From an optimization exercise on the open Yosys and OpenROAD flow, aimed at small area, a short achievable clock period and few clock cycles per item; shortcuts taken in it are not production practice.
The RTL was checked by simulation tests, not by an equivalence proof against the original design.
The flow treats the clock pin as an ideal source. Dropping or thinning the clock tree relies on that and would not hold on a real chip.
Power figures rest on the tool's default switching activity, not on a simulated workload.

## divider
module divider (clk, quot, rem, fin, dvdend, dvsor, reset);
Settings: LEC_CHECK=0, ABC_AREA=1, CAP_MARGIN=20, CORE_MARGIN=2, CORE_UTILIZATION=55, GPL_ROUTABILITY_DRIVEN=0, SETUP_SLACK_MARGIN=4.65, SLEW_MARGIN=20; clock period 7.0 ns.
standard.sh (not shown) runs the stock make flow with config.mk's settings and CLKGATE_MAP_FILE= SYNTH_SCRIPT=/design/flow/synth_recipe.tcl, a recipe that flattens the netlist after the stock synthesis.
==> flow/flow/run.sh <==
#!/bin/bash
# Standard layout, with the port buffers made of the smallest buffer cell.
set -euo pipefail
export BUFFER_PORTS_ARGS="-buffer_cell sky130_fd_sc_hd__buf_1"
export SKIP_REPAIR_TIE_FANOUT=1
export PRE_CTS_TCL="$PWD/flow/pre_cts.tcl"
export MANUAL_CTS_NBUF=4
bash standard.sh > standard.log 2>&1
Other scripts of this flow, unchanged in this note and not shown: flow/flow/pre_cts.tcl
The first run passed the timing, design-rule and antenna checks.
Testbench counts at the start, summed over its fixed seeds: cycles 108,800, items 3,200.
Edit:
--- a/flow/flow/run.sh
+++ b/flow/flow/run.sh
@@ -7,2 +7,3 @@
 export MANUAL_CTS_NBUF=4
+export ADDER_MAP_FILE=
 bash standard.sh > standard.log 2>&1
--- a/flow/config.mk
+++ b/flow/config.mk
@@ -11,4 +11,3 @@
 export CORE_UTILIZATION = 55
-export GPL_ROUTABILITY_DRIVEN = 0
-export SETUP_SLACK_MARGIN = 4.65
+export SETUP_SLACK_MARGIN = 4.55
 export SLEW_MARGIN = 20
Core utilization grows by 0.57 points.
Routed wire length climbs by 11%.
Critical path depth fell by 6.
Register-to-register slack hardly moves.
Area after synthesis went up by 1.9%.
Worst setup slack got worse by 0.013 ns.
Edit:
--- a/flow/flow/run.sh
+++ b/flow/flow/run.sh
@@ -1,3 +1,10 @@
 #!/bin/bash
-# Standard layout, with the port buffers made of the smallest buffer cell.
+# The standard layout (standard.sh), with four changes:
+# - synthesis skips Yosys's full/half-adder extraction (ADDER_MAP_FILE empty),
+#   so ABC maps the whole subtractor; registers are unchanged;
+# - the port buffers are the smallest buffer cell (buf_1), one per port as usual;
+# - tie cells are not duplicated per load (one tie cell drives rem[31:0]);
+# - the clock tree is one level of four clkbuf_16 buffers, each driving a
+#   quarter of the flip-flops (flow/pre_cts.tcl), in place of TritonCTS's tree.
+# Each tool's full output goes to standard.log and to ORFS's own logs.
 set -euo pipefail
--- a/flow/config.mk
+++ b/flow/config.mk
@@ -11,3 +11,3 @@
 export CORE_UTILIZATION = 55
-export SETUP_SLACK_MARGIN = 4.55
+export SETUP_SLACK_MARGIN = 4.75
 export SLEW_MARGIN = 20
Hold slack barely changes; clock power hardly moves; first-iteration DRC count fell by a quarter to a third; total power is higher by a few percent; setup slack improves by 0.12 ns.
Edit:
==> flow/flow/run.sh (replaced) <==
#!/bin/bash
# Standard layout, with the port buffers made of the smallest buffer cell.
set -euo pipefail
export BUFFER_PORTS_ARGS="-buffer_cell sky130_fd_sc_hd__buf_1"
export SKIP_REPAIR_TIE_FANOUT=1
export PRE_CTS_TCL="$PWD/flow/pre_cts.tcl"
export MANUAL_CTS_NBUF=4
bash standard.sh > standard.log 2>&1
--- a/flow/config.mk
+++ b/flow/config.mk
@@ -10,4 +10,4 @@
 export CORE_MARGIN = 2
-export CORE_UTILIZATION = 55
-export SETUP_SLACK_MARGIN = 4.75
+export CORE_UTILIZATION = 40
+export SETUP_SLACK_MARGIN = 4.8
 export SLEW_MARGIN = 20
Effect:
- synthesized area goes down by 1.9%
- die area goes up by about 34%
- routed wire length goes down by about 5%
- maximum frequency goes down by about 2.2%
- core utilization goes down by 15 points
- sequential cell count is unchanged
- via count goes down by about 9%
- total power goes up by 3.2%
- worst setup slack degrades by 0.049 ns
- hold slack degrades by 0.0053 ns
No run of this note takes its clock network from TritonCTS; it comes from the design's own scripts or RTL.

========
Setup of north:
Another version of the RTL of divider (not shown whole).
Size: about 100 flip-flops.
Settings: LEC_CHECK=0, ABC_AREA=1, CAP_MARGIN=20, CORE_MARGIN=2, CORE_UTILIZATION=40, SETUP_SLACK_MARGIN=4.5, SLEW_MARGIN=20; clock period 7.0 ns.
==> flow/flow/run.sh <==
#!/bin/bash
# Standard layout, with the port buffers made of the smallest buffer cell.
set -euo pipefail
export BUFFER_PORTS_ARGS="-buffer_cell sky130_fd_sc_hd__buf_1"
export SKIP_REPAIR_TIE_FANOUT=1
bash standard.sh > standard.log 2>&1
north finished all stages; the layout is clean.
Testbench counts of north, summed over its fixed seeds: cycles 108,800, items 3,200.
--- input diff north..south ---
Settings: a deleted ABC_AREA that had been 1; an added ABC_CLOCK_PERIOD_IN_PS of 2000.
==> flow/flow/run.sh <==
#!/bin/bash
# Standard layout, with the port buffers made of the smallest buffer cell.
set -euo pipefail
export BUFFER_PORTS_ARGS="-buffer_cell sky130_fd_sc_hd__buf_1"
bash standard.sh > standard.log 2>&1
Findings:
- Every stage of the flow completed for south, and the final layout passed the timing, design-rule and antenna checks.
- Summary of south over north: met3 wire length went up about 23%, max capacitance violation total comparable, share of total power in the clock network increased by 5.9 points relative to the old numbers.
- For south, the most frequent standard cell in the layout excluding fill and tap cells was sky130_fd_sc_hd__buf_1, unlike north, where it was sky130_fd_sc_hd__nand2_1.

-- port drivers added, routing unchanged --
No port has a modelled driver above. Below, the same layouts with a new extraction and two added sets of constraints.
Step 1: set_driving_cell puts a clkbuf_16 on clk and a buf_2 on each other input, an assumption about the parent block.
Step 2 also shifts input and output timing later by t, the mid clock arrival at the registers, as if the neighbouring blocks saw the same clock.
a / b / c = no drivers / after step 1 / after step 2; a / b = the first two.
run | t, ns | setup WS [ns] | hold slack, ns | cell pins on the clock port's net
the first run of note 1 | 0.243 | 4.729 / 4.729 / 4.729 | 0.446 / 0.446 / 0.446 | 4
the second run of note 1 | 0.239 | 4.716 / 4.716 / 4.716 | 0.446 / 0.446 / 0.446 | 4
the third run of note 1 | 0.242 | 4.836 / 4.756 / 4.875 | 0.447 / 0.447 / 0.447 | 4
the fourth run of note 1 | 0.244 | 4.787 / 4.702 / 4.843 | 0.441 / 0.442 / 0.442 | 4
north | 0.392 | 4.547 / 4.547 / 4.547 | 0.442 / 0.442 / 0.442 | 1
south | 0.391 | 4.019 / 4.019 / 4.019 | 0.481 / 0.481 / 0.481 | 1
After both steps setup and hold are still met in every run listed.
